This is an optimization exercise on Yosys and OpenROAD, whose aim is small area and a short achievable clock period, not a production implementation.
Where RTL was checked, it was by simulation tests only, not by an equivalence proof against the original.
No functional check of the RTL was part of run 2.

## flow/design.v (module list and top-level ports; edited modules follow where they fit)
// module kalman_filter: 1246 lines
// module seg_driver: 158 lines
// module bcd_add3: 6 lines
// module bcd_add3s: 6 lines
// module kalman_range: 70 lines
// module div100: 270 lines
// module mod100: 50 lines
// module add_fa: 4 lines
// module add_ha: 4 lines
module kalman_range (
    input               clk,
    input               rst_n,
    input       [18:0]  f_data_in,
    input       [18:0]  b_data_in,
    output      [6:0]   hex1,
    output      [6:0]   hex2,
    output      [6:0]   hex3,
    output      [6:0]   hex4,
    output      [6:0]   hex5,
    output      [6:0]   hex6,
    output      [6:0]   hex7,
    output      [6:0]   hex8,
    output      [12:0]  distance_data_f,
    output      [12:0]  distance_data_b
);
  // ...
==> flow/flow/run.sh <==
#!/bin/bash
# The standard layout (the standard.sh: ORFS with the standard synthesis),
# with the port buffers that global placement inserts made buf_1 cells instead
# of the delay buffers buffer_ports picks on its own. Every port still gets
# its own buffer. ORFS writes each step's full log under orfs/logs; make's own
# output goes to flow_make.log here.
set -euo pipefail
export BUFFER_PORTS_ARGS="-buffer_cell sky130_fd_sc_hd__buf_1"
bash standard.sh finish > flow_make.log 2>&1
==> flow/standard.sh <==
#!/bin/bash
# synth_recipe.tcl (not shown) runs the flow's synth.tcl, then flattens the netlist and writes it again
# the make line also repeats each setting of config.mk as NAME=value (left out here)
make -C /OpenROAD-flow-scripts/flow DESIGN_CONFIG=/design/flow/config.mk WORK_HOME=/design/flow/orfs CLKGATE_MAP_FILE= SYNTH_SCRIPT=/design/flow/synth_recipe.tcl "${@:-finish}"
==> flow/config.mk <==
export PLATFORM = sky130hd
export DESIGN_NAME = kalman_range
export DESIGN_NICKNAME = kalman_range
export VERILOG_FILES = /design/flow/design.v
export SDC_FILE = /design/flow/constraint.sdc
export NUM_CORES = 4
export LEC_CHECK = 0
export ABC_AREA = 1
export CAP_MARGIN = 20
export CORE_MARGIN = 2
export CORE_UTILIZATION = 40
export CTS_BUF_LIST = sky130_fd_sc_hd__clkbuf_8
export PLACE_DENSITY = 0.6
export SLEW_MARGIN = 20
export SYNTH_HIERARCHICAL = 1
export SYNTH_MINIMUM_KEEP_SIZE = 0
==> flow/constraint.sdc <==
create_clock -name core_clock -period 140.0 [get_ports {clk}]
set_input_delay 28.0000 -clock core_clock [delete_from_list [all_inputs] [get_ports {clk}]]
set_output_delay 28.0000 -clock core_clock [all_outputs]
set_load 0.01 [all_outputs]
==> parameters.txt, run 1 <==
Parameter                              Value

Run status
  Run status    complete, no violations

Min path
  Type of the worst min-delay path    flop to flop

GRT
  Via count of the first global-routing pass    18,329
  Met1 usage    0.289
  GR peak layer    met2

Floorplanning
  Number of well taps    704
  Die area    0.0572 mm2

Final layout
  Number of flip-flops and latches    84
  Fin area    0.0230 mm2
  Share of cell area taken by flip-flops and latches    0.0874
  Non-clock buffers, area share    0.0223
  Largest registers    b_kalman_filter.data_out: 19 flops, f_kalman_filter.data_out: 19 flops, u_seg_driver.q1: 13 flops
  Layout-stage area growth over the synthesis result    3.97%
  Layout Utilization    0.419
  Number of non-clock buffers    128

Critical path
  Buffering stage count on the worst path with inverters included    6
  Crit path capture    f_kalman_filter.data_out[17]
  Reg2Reg Setup Slack    132.61 ns
  Number of cells on the critical path    32
  Crit path kind    input pin to flop
  Startpoint of the worst register-to-register path    f_kalman_filter.data_out[7]

Routing
  Wire length reported by the detailed router    58.2 mm
  Via density per instance    5.40

Timing
  Fin. max-slew vios    0
  Fin. Hold Viols    0
  Worst Skew    0.0204 ns
  Worst rel slew slack    0.361
  RSZ-0062 raised after global routing    false

Placement
  Detail Placement HPWL    48.5 mm
  Pre-CTS setup slack    105.25 ns
  Final GP Congestion    0.921
  Placed instance area    0.0228 mm2

Yosys
  Combined area of all synthesized cells    0.0221 mm2
  Syn. warnings    9
  Mapped Avg Cell Area    8.45 um2

Job
  Max-capacitance violation count    0

Clocking
  Post-CTS repair timing setup buffer count    0
==> module seg_driver, before the edit <==
module seg_driver(
		input	wire		clk		,
		input	wire		rst_n	,
		input	wire		alive	,	 
		input	wire [12:0]	q_in	,
		input	wire [6:0]	r_in	,
		output	wire [6:0]	hex1	,
		output	wire [6:0]	hex2	,
		output	wire [6:0]	hex3	,
		output	wire [6:0]	hex4	,
		output	wire [6:0]	hex5	,
		output	wire [6:0]	hex6	,
		output	wire [6:0]	hex7	,
		output	wire [6:0]	hex8
	);
		reg		[12:0]	q1;
		reg		[6:0]	r1;
		always @(posedge clk) begin
			q1 <= q_in;
			r1 <= r_in;
		end
		wire	[28:0]	q_s3 = {16'd0, q1} << 3;
		wire	[28:0]	q_c3;
		wire	[3:0]	qa0;
		bcd_add3s u_qa0 (.d(q_s3[15:13]), .o(qa0));
		assign q_c3 = {q_s3[28:17], qa0, q_s3[12:0]};
		wire	[28:0]	q_s4 = q_c3 << 1;
		wire	[28:0]	q_c4;
		wire	[3:0]	qa1;
		bcd_add3 u_qa1 (.d(q_s4[16:13]), .o(qa1));
		assign q_c4 = {q_s4[28:17], qa1, q_s4[12:0]};
		wire	[28:0]	q_s5 = q_c4 << 1;
		wire	[28:0]	q_c5;
		wire	[3:0]	qa2;
		bcd_add3 u_qa2 (.d(q_s5[16:13]), .o(qa2));
		assign q_c5 = {q_s5[28:17], qa2, q_s5[12:0]};
		wire	[28:0]	q_s6 = q_c5 << 1;
		wire	[28:0]	q_c6;
		wire	[3:0]	qa3;
		bcd_add3s u_qa3 (.d(q_s6[19:17]), .o(qa3));
		wire	[3:0]	qa4;
		bcd_add3 u_qa4 (.d(q_s6[16:13]), .o(qa4));
		assign q_c6 = {q_s6[28:21], qa3, qa4, q_s6[12:0]};
		wire	[28:0]	q_s7 = q_c6 << 1;
		wire	[28:0]	q_c7;
		wire	[3:0]	qa5;
		bcd_add3 u_qa5 (.d(q_s7[20:17]), .o(qa5));
		wire	[3:0]	qa6;
		bcd_add3 u_qa6 (.d(q_s7[16:13]), .o(qa6));
		assign q_c7 = {q_s7[28:21], qa5, qa6, q_s7[12:0]};
		wire	[28:0]	q_s8 = q_c7 << 1;
		wire	[28:0]	q_c8;
		wire	[3:0]	qa7;
		bcd_add3 u_qa7 (.d(q_s8[20:17]), .o(qa7));
		wire	[3:0]	qa8;
		bcd_add3 u_qa8 (.d(q_s8[16:13]), .o(qa8));
		assign q_c8 = {q_s8[28:21], qa7, qa8, q_s8[12:0]};
		wire	[28:0]	q_s9 = q_c8 << 1;
		wire	[28:0]	q_c9;
		wire	[3:0]	qa9;
		bcd_add3s u_qa9 (.d(q_s9[23:21]), .o(qa9));
		wire	[3:0]	qa10;
		bcd_add3 u_qa10 (.d(q_s9[20:17]), .o(qa10));
		wire	[3:0]	qa11;
		bcd_add3 u_qa11 (.d(q_s9[16:13]), .o(qa11));
		assign q_c9 = {q_s9[28:25], qa9, qa10, qa11, q_s9[12:0]};
		wire	[28:0]	q_s10 = q_c9 << 1;
		wire	[28:0]	q_c10;
		wire	[3:0]	qa12;
		bcd_add3 u_qa12 (.d(q_s10[24:21]), .o(qa12));
		wire	[3:0]	qa13;
		bcd_add3 u_qa13 (.d(q_s10[20:17]), .o(qa13));
		wire	[3:0]	qa14;
		bcd_add3 u_qa14 (.d(q_s10[16:13]), .o(qa14));
		assign q_c10 = {q_s10[28:25], qa12, qa13, qa14, q_s10[12:0]};
		wire	[28:0]	q_s11 = q_c10 << 1;
		wire	[28:0]	q_c11;
		wire	[3:0]	qa15;
		bcd_add3 u_qa15 (.d(q_s11[24:21]), .o(qa15));
		wire	[3:0]	qa16;
		bcd_add3 u_qa16 (.d(q_s11[20:17]), .o(qa16));
		wire	[3:0]	qa17;
		bcd_add3 u_qa17 (.d(q_s11[16:13]), .o(qa17));
		assign q_c11 = {q_s11[28:25], qa15, qa16, qa17, q_s11[12:0]};
		wire	[28:0]	q_s12 = q_c11 << 1;
		wire	[28:0]	q_c12;
		wire	[3:0]	qa18;
		bcd_add3 u_qa18 (.d(q_s12[24:21]), .o(qa18));
		wire	[3:0]	qa19;
		bcd_add3 u_qa19 (.d(q_s12[20:17]), .o(qa19));
		wire	[3:0]	qa20;
		bcd_add3 u_qa20 (.d(q_s12[16:13]), .o(qa20));
		assign q_c12 = {q_s12[28:25], qa18, qa19, qa20, q_s12[12:0]};
		wire	[28:0]	q_s13 = q_c12 << 1;
		wire	[14:0]	r_s3 = {8'd0, r1} << 3;
		wire	[3:0]	ra3;
		bcd_add3s u_ra3 (.d(r_s3[9:7]), .o(ra3));
		wire	[14:0]	r_s4 = {r_s3[13:11], ra3, r_s3[6:0], 1'b0};
		wire	[3:0]	ra4;
		bcd_add3 u_ra4 (.d(r_s4[10:7]), .o(ra4));
		wire	[14:0]	r_s5 = {r_s4[13:11], ra4, r_s4[6:0], 1'b0};
		wire	[3:0]	ra5;
		bcd_add3 u_ra5 (.d(r_s5[10:7]), .o(ra5));
		wire	[14:0]	r_s6 = {r_s5[13:11], ra5, r_s5[6:0], 1'b0};
		wire	[3:0]	ra6;
		bcd_add3 u_ra6 (.d(r_s6[10:7]), .o(ra6));
		wire	[14:0]	r_s7 = {r_s6[13:11], ra6, r_s6[6:0], 1'b0};
		reg		[3:0]	point_3, point_2, point_1, cm_unit, cm_ten;
		reg		[2:0]	cm_hund;
		always @(posedge clk or negedge rst_n) begin
			if(!rst_n)begin
				point_3	<= 4'd8;
				point_2	<= 4'd8;
				point_1	<= 4'd8;
				cm_unit	<= 4'd8;
				cm_ten	<= 4'd8;
				cm_hund	<= 3'd7;
			end
			else begin
				point_3	<= r_s7[10:7];
				point_2	<= r_s7[14:11];
				point_1	<= q_s13[16:13];
				cm_unit	<= q_s13[20:17];
				cm_ten	<= q_s13[24:21];
				cm_hund	<= q_s13[27:25];
			end
		end
		assign hex1 = hex_data(point_3);
		assign hex2 = hex_data(point_2);
		assign hex3 = hex_data(point_1);
		assign hex4 = {1'b0, {6{alive}}};
		assign hex5 = hex_data(cm_unit);
		assign hex6 = hex_data(cm_ten);
		assign hex7 = hex_hund(cm_hund);
		assign hex8 = {7{alive}};
		function  [6:0]	hex_data;
			input   [3:0]	d;
			hex_data = ~{d[3] | d[2] ^ d[1] | d[1] & ~d[0],						 
			             d[3] | ~d[1] & ~d[0] | d[2] & ~d[1] | d[2] & ~d[0],	 
			             ~d[2] & ~d[0] | d[1] & ~d[0],							 
			             d[3] | ~d[2] & ~d[0] | ~d[2] & d[1] | d[1] & ~d[0] | d[2] & ~d[1] & d[0],	 
			             d[2] | ~d[1] | d[0],									 
			             ~d[2] | ~d[1] & ~d[0] | d[1] & d[0],					 
			             d[3] | d[1] | d[2] & d[0] | ~d[2] & ~d[0]};			 
		endfunction
		function  [6:0]	hex_hund;
			input   [2:0]	d;
			case (d)
				3'd0:    hex_hund = 7'b1000000;
				3'd1:    hex_hund = 7'b1111001;
				3'd2:    hex_hund = 7'b0100100;
				3'd3:    hex_hund = 7'b0110000;
				3'd4:    hex_hund = 7'b0011001;
				3'd5:    hex_hund = 7'b0010010;
				default: hex_hund = 7'b0000000;
			endcase
		endfunction
	endmodule
==> run 2: changes to the inputs <==
--- a/flow/design.v
+++ b/flow/design.v
@@ -1091,32 +1091,32 @@
     wire n1083 = n1001 ^ n1007;
     wire n1084 = n1008 & n1011;
     wire n1085 = n1008 ^ n1011;
     wire n1086 = n1012 & n1016;
     wire n1087 = n1012 ^ n1016;
     wire n1088 = n1017 & n1018;
     wire n1089 = n1017 ^ n1018;
     wire n1090 = n1022 | (n1023 & n1020);
-    wire n1091 = n1023 & n1021;
-    wire n1092 = n1026 | (n1027 & n1024);
-    wire n1093 = n1027 & n1025;
-    wire n1094 = n1030 | (n1031 & n1028);
-    wire n1095 = n1031 & n1029;
-    wire n1096 = n1034 | (n1035 & n1032);
-    wire n1097 = n1035 & n1033;
-    wire n1098 = n1038 | (n1039 & n1036);
-    wire n1099 = n1039 & n1037;
-    wire n1100 = n1042 | (n1043 & n1040);
-    wire n1101 = n1043 & n1041;
-    wire n1102 = n1046 | (n1047 & n1044);
-    wire n1103 = n1047 & n1045;
-    wire n1104 = n1050 | (n1051 & n1048);
-    wire n1105 = n1051 & n1049;
-    wire n1106 = n1054 | (n1055 & n1052);
+    wire n1091 = n1024 | (n1025 & n1090);
+    wire n1092 = n1026 | (n1027 & n1091);
+    wire n1093 = n1028 | (n1029 & n1092);
+    wire n1094 = n1030 | (n1031 & n1093);
+    wire n1095 = n1032 | (n1033 & n1094);
+    wire n1096 = n1034 | (n1035 & n1095);
+    wire n1097 = n1036 | (n1037 & n1096);
+    wire n1098 = n1038 | (n1039 & n1097);
+    wire n1099 = n1040 | (n1041 & n1098);
+    wire n1100 = n1042 | (n1043 & n1099);
+    wire n1101 = n1044 | (n1045 & n1100);
+    wire n1102 = n1046 | (n1047 & n1101);
+    wire n1103 = n1048 | (n1049 & n1102);
+    wire n1104 = n1050 | (n1051 & n1103);
+    wire n1105 = n1052 | (n1053 & n1104);
+    wire n1106 = n1054 | (n1055 & n1105);
     wire n1107 = n1055 & n1053;
     wire n1108 = n1058 | (n1059 & n1056);
     wire n1109 = n1059 & n1057;
     wire n1110 = n1062 | (n1063 & n1060);
     wire n1111 = n1063 & n1061;
     wire n1112 = n1066 | (n1067 & n1064);
     wire n1113 = n1067 & n1065;
     wire n1114 = n1070 | (n1071 & n1068);
@@ -1124,124 +1124,92 @@
     wire n1116 = n1074 | (n1075 & n1072);
     wire n1117 = n1075 & n1073;
     wire n1118 = n1078 | (n1079 & n1076);
     wire n1119 = n1079 & n1077;
     wire n1120 = n1082 | (n1083 & n1080);
     wire n1121 = n1083 & n1081;
     wire n1122 = n1086 | (n1087 & n1084);
     wire n1123 = n1087 & n1085;
-    wire n1124 = n1092 | (n1093 & n1090);
-    wire n1125 = n1093 & n1091;
-    wire n1126 = n1096 | (n1097 & n1094);
-    wire n1127 = n1097 & n1095;
-    wire n1128 = n1100 | (n1101 & n1098);
-    wire n1129 = n1101 & n1099;
-    wire n1130 = n1104 | (n1105 & n1102);
-    wire n1131 = n1105 & n1103;
-    wire n1132 = n1108 | (n1109 & n1106);
-    wire n1133 = n1109 & n1107;
-    wire n1134 = n1112 | (n1113 & n1110);
-    wire n1135 = n1113 & n1111;
-    wire n1136 = n1116 | (n1117 & n1114);
-    wire n1137 = n1117 & n1115;
+    wire n1124 = n1056 | (n1057 & n1106);
+    wire n1125 = n1057 & n1107;
+    wire n1126 = n1108 | (n1109 & n1106);
+    wire n1127 = n1109 & n1107;
+    wire n1128 = n1064 | (n1065 & n1110);
+    wire n1129 = n1065 & n1111;
+    wire n1130 = n1112 | (n1113 & n1110);
+    wire n1131 = n1113 & n1111;
+    wire n1132 = n1072 | (n1073 & n1114);
+    wire n1133 = n1073 & n1115;
+    wire n1134 = n1116 | (n1117 & n1114);
+    wire n1135 = n1117 & n1115;
+    wire n1136 = n1080 | (n1081 & n1118);
+    wire n1137 = n1081 & n1119;
     wire n1138 = n1120 | (n1121 & n1118);
     wire n1139 = n1121 & n1119;
-    wire n1140 = n1126 | (n1127 & n1124);
-    wire n1141 = n1127 & n1125;
-    wire n1142 = n1130 | (n1131 & n1128);
-    wire n1143 = n1131 & n1129;
-    wire n1144 = n1134 | (n1135 & n1132);
-    wire n1145 = n1135 & n1133;
-    wire n1146 = n1138 | (n1139 & n1136);
-    wire n1147 = n1139 & n1137;
-    wire n1148 = n1142 | (n1143 & n1140);
-    wire n1149 = n1143 & n1141;
-    wire n1150 = n1146 | (n1147 & n1144);
-    wire n1151 = n1147 & n1145;
-    wire n1152 = n1150 | (n1151 & n1148);
-    wire n1153 = n1151 & n1149;
-    wire n1154 = n1144 | (n1145 & n1148);
-    wire n1155 = n1145 & n1149;
-    wire n1156 = n1128 | (n1129 & n1140);
-    wire n1157 = n1129 & n1141;
-    wire n1158 = n1132 | (n1133 & n1148);
-    wire n1159 = n1133 & n1149;
-    wire n1160 = n1136 | (n1137 & n1154);
-    wire n1161 = n1137 & n1155;
-    wire n1162 = n1094 | (n1095 & n1124);
-    wire n1163 = n1095 & n1125;
-    wire n1164 = n1098 | (n1099 & n1140);
-    wire n1165 = n1099 & n1141;
-    wire n1166 = n1102 | (n1103 & n1156);
-    wire n1167 = n1103 & n1157;
-    wire n1168 = n1106 | (n1107 & n1148);
-    wire n1169 = n1107 & n1149;
-    wire n1170 = n1110 | (n1111 & n1158);
-    wire n1171 = n1111 & n1159;
-    wire n1172 = n1114 | (n1115 & n1154);
-    wire n1173 = n1115 & n1155;
-    wire n1174 = n1118 | (n1119 & n1160);
-    wire n1175 = n1119 & n1161;
-    wire n1176 = n1122 | (n1123 & n1152);
-    wire n1177 = n1123 & n1153;
-    wire n1178 = n1024 | (n1025 & n1090);
-    wire n1179 = n1025 & n1091;
-    wire n1180 = n1028 | (n1029 & n1124);
-    wire n1181 = n1029 & n1125;
-    wire n1182 = n1032 | (n1033 & n1162);
-    wire n1183 = n1033 & n1163;
-    wire n1184 = n1036 | (n1037 & n1140);
-    wire n1185 = n1037 & n1141;
-    wire n1186 = n1040 | (n1041 & n1164);
-    wire n1187 = n1041 & n1165;
-    wire n1188 = n1044 | (n1045 & n1156);
-    wire n1189 = n1045 & n1157;
-    wire n1190 = n1048 | (n1049 & n1166);
-    wire n1191 = n1049 & n1167;
-    wire n1192 = n1052 | (n1053 & n1148);
-    wire n1193 = n1053 & n1149;
-    wire n1194 = n1056 | (n1057 & n1168);
-    wire n1195 = n1057 & n1169;
-    wire n1196 = n1060 | (n1061 & n1158);
-    wire n1197 = n1061 & n1159;
-    wire n1198 = n1064 | (n1065 & n1170);
-    wire n1199 = n1065 & n1171;
-    wire n1200 = n1068 | (n1069 & n1154);
-    wire n1201 = n1069 & n1155;
-    wire n1202 = n1072 | (n1073 & n1172);
-    wire n1203 = n1073 & n1173;
-    wire n1204 = n1076 | (n1077 & n1160);
-    wire n1205 = n1077 & n1161;
-    wire n1206 = n1080 | (n1081 & n1174);
-    wire n1207 = n1081 & n1175;
-    wire n1208 = n1084 | (n1085 & n1152);
-    wire n1209 = n1085 & n1153;
-    wire n1210 = n1088 | (n1089 & n1176);
-    wire n1211 = n1089 & n1177;
-    wire n1212 = n1053 ^ n1148;
-    wire n1213 = n1055 ^ n1192;
-    wire n1214 = n1057 ^ n1168;
-    wire n1215 = n1059 ^ n1194;
-    wire n1216 = n1061 ^ n1158;
-    wire n1217 = n1063 ^ n1196;
-    wire n1218 = n1065 ^ n1170;
-    wire n1219 = n1067 ^ n1198;
-    wire n1220 = n1069 ^ n1154;
-    wire n1221 = n1071 ^ n1200;
-    wire n1222 = n1073 ^ n1172;
-    wire n1223 = n1075 ^ n1202;
-    wire n1224 = n1077 ^ n1160;
-    wire n1225 = n1079 ^ n1204;
-    wire n1226 = n1081 ^ n1174;
-    wire n1227 = n1083 ^ n1206;
-    wire n1228 = n1085 ^ n1152;
-    wire n1229 = n1087 ^ n1208;
-    wire n1230 = n1089 ^ n1176;
-    wire [18:0] next_out = {n1230, n1229, n1228, n1227, n1226, n1225, n1224, n1223, n1222, n1221, n1220, n1219, n1218, n1217, n1216, n1215, n1214, n1213, n1212};
+    wire n1140 = n1088 | (n1089 & n1122);
+    wire n1141 = n1089 & n1123;
+    wire n1142 = n1060 | (n1061 & n1126);
+    wire n1143 = n1061 & n1127;
+    wire n1144 = n1110 | (n1111 & n1126);
+    wire n1145 = n1111 & n1127;
+    wire n1146 = n1128 | (n1129 & n1126);
+    wire n1147 = n1129 & n1127;
+    wire n1148 = n1130 | (n1131 & n1126);
+    wire n1149 = n1131 & n1127;
+    wire n1150 = n1076 | (n1077 & n1134);
+    wire n1151 = n1077 & n1135;
+    wire n1152 = n1118 | (n1119 & n1134);
+    wire n1153 = n1119 & n1135;
+    wire n1154 = n1136 | (n1137 & n1134);
+    wire n1155 = n1137 & n1135;
+    wire n1156 = n1138 | (n1139 & n1134);
+    wire n1157 = n1139 & n1135;
+    wire n1158 = n1068 | (n1069 & n1148);
+    wire n1159 = n1069 & n1149;
+    wire n1160 = n1114 | (n1115 & n1148);
+    wire n1161 = n1115 & n1149;
+    wire n1162 = n1132 | (n1133 & n1148);
+    wire n1163 = n1133 & n1149;
+    wire n1164 = n1134 | (n1135 & n1148);
+    wire n1165 = n1135 & n1149;
+    wire n1166 = n1150 | (n1151 & n1148);
+    wire n1167 = n1151 & n1149;
+    wire n1168 = n1152 | (n1153 & n1148);
+    wire n1169 = n1153 & n1149;
+    wire n1170 = n1154 | (n1155 & n1148);
+    wire n1171 = n1155 & n1149;
+    wire n1172 = n1156 | (n1157 & n1148);
+    wire n1173 = n1157 & n1149;
+    wire n1174 = n1084 | (n1085 & n1172);
+    wire n1175 = n1085 & n1173;
+    wire n1176 = n1122 | (n1123 & n1172);
+    wire n1177 = n1123 & n1173;
+    wire n1178 = n1140 | (n1141 & n1172);
+    wire n1179 = n1141 & n1173;
+    wire n1180 = n1053 ^ n1104;
+    wire n1181 = n1055 ^ n1105;
+    wire n1182 = n1057 ^ n1106;
+    wire n1183 = n1059 ^ n1124;
+    wire n1184 = n1061 ^ n1126;
+    wire n1185 = n1063 ^ n1142;
+    wire n1186 = n1065 ^ n1144;
+    wire n1187 = n1067 ^ n1146;
+    wire n1188 = n1069 ^ n1148;
+    wire n1189 = n1071 ^ n1158;
+    wire n1190 = n1073 ^ n1160;
+    wire n1191 = n1075 ^ n1162;
+    wire n1192 = n1077 ^ n1164;
+    wire n1193 = n1079 ^ n1166;
+    wire n1194 = n1081 ^ n1168;
+    wire n1195 = n1083 ^ n1170;
+    wire n1196 = n1085 ^ n1172;
+    wire n1197 = n1087 ^ n1174;
+    wire n1198 = n1089 ^ n1176;
+    wire [18:0] next_out = {n1198, n1197, n1196, n1195, n1194, n1193, n1192, n1191, n1190, n1189, n1188, n1187, n1186, n1185, n1184, n1183, n1182, n1181, n1180};
 always @(posedge clk or negedge rst_n) begin
 	if(~rst_n)
 		data_out	<= 19'd0;
 	else
 		data_out	<= next_out;
 end
 endmodule
 module seg_driver(
@@ -1263,32 +1231,32 @@
 		reg		[6:0]	r1;
 		always @(posedge clk) begin
 			q1 <= q_in;
 			r1 <= r_in;
 		end
 		wire	[28:0]	q_s3 = {16'd0, q1} << 3;
 		wire	[28:0]	q_c3;
 		wire	[3:0]	qa0;
-		bcd_add3s u_qa0 (.d(q_s3[15:13]), .o(qa0));
+		bcd_add3 u_qa0 (.d(q_s3[16:13]), .o(qa0));
 		assign q_c3 = {q_s3[28:17], qa0, q_s3[12:0]};
 		wire	[28:0]	q_s4 = q_c3 << 1;
 		wire	[28:0]	q_c4;
 		wire	[3:0]	qa1;
 		bcd_add3 u_qa1 (.d(q_s4[16:13]), .o(qa1));
 		assign q_c4 = {q_s4[28:17], qa1, q_s4[12:0]};
 		wire	[28:0]	q_s5 = q_c4 << 1;
 		wire	[28:0]	q_c5;
 		wire	[3:0]	qa2;
 		bcd_add3 u_qa2 (.d(q_s5[16:13]), .o(qa2));
 		assign q_c5 = {q_s5[28:17], qa2, q_s5[12:0]};
 		wire	[28:0]	q_s6 = q_c5 << 1;
 		wire	[28:0]	q_c6;
 		wire	[3:0]	qa3;
-		bcd_add3s u_qa3 (.d(q_s6[19:17]), .o(qa3));
+		bcd_add3 u_qa3 (.d(q_s6[20:17]), .o(qa3));
 		wire	[3:0]	qa4;
 		bcd_add3 u_qa4 (.d(q_s6[16:13]), .o(qa4));
 		assign q_c6 = {q_s6[28:21], qa3, qa4, q_s6[12:0]};
 		wire	[28:0]	q_s7 = q_c6 << 1;
 		wire	[28:0]	q_c7;
 		wire	[3:0]	qa5;
 		bcd_add3 u_qa5 (.d(q_s7[20:17]), .o(qa5));
 		wire	[3:0]	qa6;
@@ -1299,17 +1267,17 @@
 		wire	[3:0]	qa7;
 		bcd_add3 u_qa7 (.d(q_s8[20:17]), .o(qa7));
 		wire	[3:0]	qa8;
 		bcd_add3 u_qa8 (.d(q_s8[16:13]), .o(qa8));
 		assign q_c8 = {q_s8[28:21], qa7, qa8, q_s8[12:0]};
 		wire	[28:0]	q_s9 = q_c8 << 1;
 		wire	[28:0]	q_c9;
 		wire	[3:0]	qa9;
-		bcd_add3s u_qa9 (.d(q_s9[23:21]), .o(qa9));
+		bcd_add3 u_qa9 (.d(q_s9[24:21]), .o(qa9));
 		wire	[3:0]	qa10;
 		bcd_add3 u_qa10 (.d(q_s9[20:17]), .o(qa10));
 		wire	[3:0]	qa11;
 		bcd_add3 u_qa11 (.d(q_s9[16:13]), .o(qa11));
 		assign q_c9 = {q_s9[28:25], qa9, qa10, qa11, q_s9[12:0]};
 		wire	[28:0]	q_s10 = q_c9 << 1;
 		wire	[28:0]	q_c10;
 		wire	[3:0]	qa12;
@@ -1335,17 +1303,17 @@
 		wire	[3:0]	qa19;
 		bcd_add3 u_qa19 (.d(q_s12[20:17]), .o(qa19));
 		wire	[3:0]	qa20;
 		bcd_add3 u_qa20 (.d(q_s12[16:13]), .o(qa20));
 		assign q_c12 = {q_s12[28:25], qa18, qa19, qa20, q_s12[12:0]};
 		wire	[28:0]	q_s13 = q_c12 << 1;
 		wire	[14:0]	r_s3 = {8'd0, r1} << 3;
 		wire	[3:0]	ra3;
-		bcd_add3s u_ra3 (.d(r_s3[9:7]), .o(ra3));
+		bcd_add3 u_ra3 (.d(r_s3[10:7]), .o(ra3));
 		wire	[14:0]	r_s4 = {r_s3[13:11], ra3, r_s3[6:0], 1'b0};
 		wire	[3:0]	ra4;
 		bcd_add3 u_ra4 (.d(r_s4[10:7]), .o(ra4));
 		wire	[14:0]	r_s5 = {r_s4[13:11], ra4, r_s4[6:0], 1'b0};
 		wire	[3:0]	ra5;
 		bcd_add3 u_ra5 (.d(r_s5[10:7]), .o(ra5));
 		wire	[14:0]	r_s6 = {r_s5[13:11], ra5, r_s5[6:0], 1'b0};
 		wire	[3:0]	ra6;
@@ -1403,22 +1371,16 @@
 		endfunction
 	endmodule
 module bcd_add3(input [3:0] d, output [3:0] o);
 	assign o = {d[3] | d[2] & (d[1] | d[0]),
 	            d[3] & d[0] | d[2] & ~d[1] & ~d[0],
 	            d[3] & ~d[0] | ~d[2] & d[1] | d[1] & d[0],
 	            d[3] & ~d[0] | ~d[3] & ~d[2] & d[0] | d[2] & d[1] & ~d[0]};
 endmodule
-module bcd_add3s(input [2:0] d, output [3:0] o);
-	assign o = {d[2] & (d[1] | d[0]),
-	            d[2] & ~d[1] & ~d[0],
-	            ~d[2] & d[1] | d[1] & d[0],
-	            ~d[2] & d[0] | d[2] & d[1] & ~d[0]};
-endmodule
 module kalman_range (
     input               clk,
     input               rst_n,
     input       [18:0]  f_data_in,
     input       [18:0]  b_data_in,
     output      [6:0]   hex1,
     output      [6:0]   hex2,
     output      [6:0]   hex3,
==> flow/config.mk (replaced) <==
export PLATFORM = sky130hd
export DESIGN_NAME = kalman_range
export DESIGN_NICKNAME = kalman_range
export VERILOG_FILES = /design/flow/design.v
export SDC_FILE = /design/flow/constraint.sdc
export NUM_CORES = 4
export LEC_CHECK = 0
export ABC_AREA = 1
export CAP_MARGIN = 20
export CORE_MARGIN = 2
export CORE_UTILIZATION = 40
export PLACE_DENSITY = 0.6
export SLEW_MARGIN = 20
export SYNTH_HIERARCHICAL = 1
export SYNTH_MINIMUM_KEEP_SIZE = 0
==> run 2 against run 1 <==
- register-to-register slack lost 2.0 ns
- still clean
- utilization rose by 0.48 points
- die area fell by 1.7%
- highest routed layer is now met5
- critical path type unchanged
==> parameters.txt, run 2 <==
Parameter                              Value

Routing
  DR vias    17,806 (was 17,994)
  Wire length reported by the detailed router    57.7 mm (was 58.2 mm)
  Initial DRT Pass Iterations    7 (was 6)
  DRC violation count after routing    0 (unchanged)
  Number of DRC markers in iteration 0    1,366 (was 1,654)
  Post-route ant nets    0 (unchanged)
  Mean routed wirelength per cell    17.3 um (was 17.4 um)
  Via density per instance    5.34 (was 5.40)

Clocking
  Htree depth    3 (unchanged)
  Post-CTS repair timing setup buffer count    0 (unchanged)
  Clock transition at the registers of the reported paths    0.07 ns (was 0.10 ns)
  Number of clock sinks    84 (unchanged)
  Clock tree root buffer cell    sky130_fd_sc_hd__clkbuf_16 (was sky130_fd_sc_hd__clkbuf_8)
  Number of hold buffers added after CTS    0 (unchanged)
  Resize count post-CTS    0 (unchanged)
  Number of buffers added by the clock tree synthesis step    9 (unchanged)
  Clock insertion delay at the later pin of the skew report    0.36 ns (was 0.41 ns)
  Max Root-Sink Buffers    2 (unchanged)
  Clock tree from TritonCTS    done (unchanged)

Placement
  Final GP Congestion    0.912 (was 0.921)
  Total instance count after detailed placement    3,316 (was 3,318)
  Port Buffers    120 (unchanged)
  Detail Placement HPWL    47.0 mm (was 48.5 mm)

Floorplanning
  Initial Util    0.404 (was 0.403)
  Width of the die    237 um (was 239 um)
  I/O pin total    122 (unchanged)
  Total number of placement rows    85 (was 86)
  Die area    0.0563 mm2 (was 0.0572 mm2)
  Placeable core area    0.0538 mm2 (was 0.0549 mm2)
  Die Span Y    237 um (was 239 um)

Critical path
  Worst Path Max Fanout    14 (unchanged)
  Cell with the largest stage delay on the worst path    sky130_fd_sc_hd__fa_1 (was sky130_fd_sc_hd__clkinv_1)
  Number of cells on the critical path    41 (was 32)
  Reg-to-Reg End    f_kalman_filter.data_out[17] (unchanged)
  Critical Path AT    36.70 ns (was 34.72 ns)
  Crit path kind    input pin to flop (unchanged)
  Required time of the critical path    140.25 ns (was 140.31 ns)
  Largest delay contributor family on the critical path    adder cells (unchanged)
  Startpoint of the worst register-to-register path    f_kalman_filter.data_out[3] (was f_kalman_filter.data_out[7])
  Cell mode on critical path    sky130_fd_sc_hd__fa_1 (unchanged)
  Worst stage delay on the critical path    0.58 ns (was 0.55 ns)
  Origin of the worst setup path    f_data_in[0] (unchanged)
  Setup crit end kind    flop (unchanged)
  Buffering stage count on the worst path with inverters included    8 (was 6)
  Worst Reg-to-Reg Cells    37 (was 29)
  Reg2Reg Setup Slack    130.63 ns (was 132.61 ns)
  Kind of start point of the critical path    input pin (unchanged)
  Crit path capture    f_kalman_filter.data_out[17] (unchanged)

Yosys
  Mapped Avg Cell Area    8.34 um2 (was 8.45 um2)
  Syn. warnings    9 (unchanged)
  Combined area of all synthesized cells    0.0218 mm2 (was 0.0221 mm2)
  Cell count after synthesis    2,610 (was 2,620)

Run status
  Run status    complete, no violations (unchanged)

Timing
  Timing-limited maximum frequency    0.0274 GHz (was 0.0291 GHz)
  Fin. max-slew vios    0 (unchanged)
  Fin Setup TNS    0 ns (unchanged)
  RSZ-0062 raised after global routing    false (unchanged)
  Worst Skew    0.0122 ns (was 0.0204 ns)
  Final hold slack    0.328 ns (was 0.337 ns)
  Worst rel slew slack    0.342 (was 0.361)
  Worst Tran Pin Value    0.987 ns (was 0.958 ns)
  Fin. Hold Viols    0 (unchanged)
  Final setup viols    0 (unchanged)
  Fin crit period    36.45 ns (was 34.41 ns)
  Final critical-path share of the clock period    0.260 (was 0.246)

Final layout
  Leading cell types in the layout, fill and taps excluded    sky130_fd_sc_hd__nand2_1, sky130_fd_sc_hd__inv_1, sky130_fd_sc_hd__fa_1, sky130_fd_sc_hd__ha_1, sky130_fd_sc_hd__o22ai_1 (unchanged)
  Finished Layout Cells    3,332 (was 3,335)
  Final net count    3,292 (was 3,296)
  Share of final-layout standard cells stronger than drive strength 1    0.0740 (was 0.0779)
  Fill cells    5,355 (was 5,482)
  Layout-stage area growth over the synthesis result    4.90% (was 3.97%)
  Largest registers    b_kalman_filter.data_out: 19 flops, f_kalman_filter.data_out: 19 flops, u_seg_driver.q1: 13 flops (unchanged)
  Layout Utilization    0.424 (was 0.419)
  Leading cell type in the layout, fill and taps excluded    sky130_fd_sc_hd__nand2_1 (unchanged)
  Inserted Diodes    0 (was 1)

GRT
  Initial antenna violation count    1 (unchanged)
  Wire length of the first global-routing pass    95.6 mm (was 95.7 mm)
  Global-route usage over all layers    0.212 (was 0.210)
  Maximum number of pins on one net before global-route repair    65 (unchanged)
  Residual overflow from global routing    0 (unchanged)
  Via count of the first global-routing pass    18,191 (was 18,329)

Min path
  Type of the worst min-delay path    flop to flop (unchanged)

Job
  Max-capacitance violation count    0 (unchanged)
-- run 2: metrics by stage --
step	setup WS [ns]	cell area (um2)
floorplan	104.02	21800
global placement	103.39	22500
detailed placement	103.13	22500
CTS	103.50	22800
global route	102.95	22800
finish	103.55	22800
-- run 2: worst min-delay path by stage --
stage,startpoint,end,depth (start not counted)
2_1_floorplan,u_seg_driver.q1[0],u_seg_driver.point_1[0],0
3_3_place_gp,u_seg_driver.q1[0],u_seg_driver.point_1[0],0
3_5_place_dp,u_seg_driver.q1[0],u_seg_driver.point_1[0],0
4_1_cts,u_seg_driver.q1[0],u_seg_driver.point_1[0],0
5_1_grt,u_seg_driver.r1[0],u_seg_driver.point_3[0],0
6_report,u_seg_driver.q1[0],u_seg_driver.point_1[0],0
-- run 2: cell type report --
| class | count | area (um2) | share of cell area |
|---|---|---|---|
| multi-input combinational | 1936 | 17400 | 0.760 |
| sequential | 84 | 2010 | 0.0881 |
| inverter | 468 | 1760 | 0.0770 |
| tap | 696 | 871 | 0.0381 |
| timing repair buffer | 132 | 544 | 0.0238 |
| clock buffer | 12 | 258 | 0.0113 |
| clock inverter | 4 | 31.3 | 0.00137 |
-- run 2: routing by layer --
metal / vias to the layer above / part of all wire / track usage
li1: 8339 / - / -
met1: 8633 / 0.43 / 0.286
met2: 715 / 0.47 / 0.349
met3: 117 / 0.074 / 0.0324
met4: 2 / 0.027 / 0.0686
met5: - / 0.00023 / 0
-- run 2: worst register-to-register path, delay by kind of cell, from the launching register on --
| family | cells | cell delay (ns) |
|---|---|---|
| buffers and inverters | 6 | 1.22 |
| adder cells (fa/ha/maj) | 10 | 4.28 |
| flip-flops | 1 | 0.71 |
| AO/OA/AOI/OAI | 10 | 1.77 |
| XOR/XNOR | 1 | 0.17 |
| AND/OR/NAND/NOR | 10 | 1.13 |

## separate check: timing with driven ports
How much do the figures lean on ideal ports? The routed layouts below were timed once more, with nothing changed but the port constraints. Step 1: set_driving_cell puts a clkbuf_16 on clk and a buf_2 on each other input, an assumption about the parent block. Step 2 times the ports against the registers' clock, not the clock port: input delays grow and output delays shrink by t, the midpoint of the rising clock arrivals with the driver on. Slacks: no drivers / after step 1 / after step 2; pairs: no drivers / after step 1.
run | t, ns | setup slack, ns | worst setup path at the end
run 1 | 0.451 | 105.586 / 105.613 / 105.162 | input to register
run 2 | 0.412 | 103.551 / 103.580 / 103.168 | input to register
After both steps every run listed still meets setup and hold. The setup slack of run 1, which loses most, moves by +0.027 ns with the drivers and by -0.424 ns with both steps.
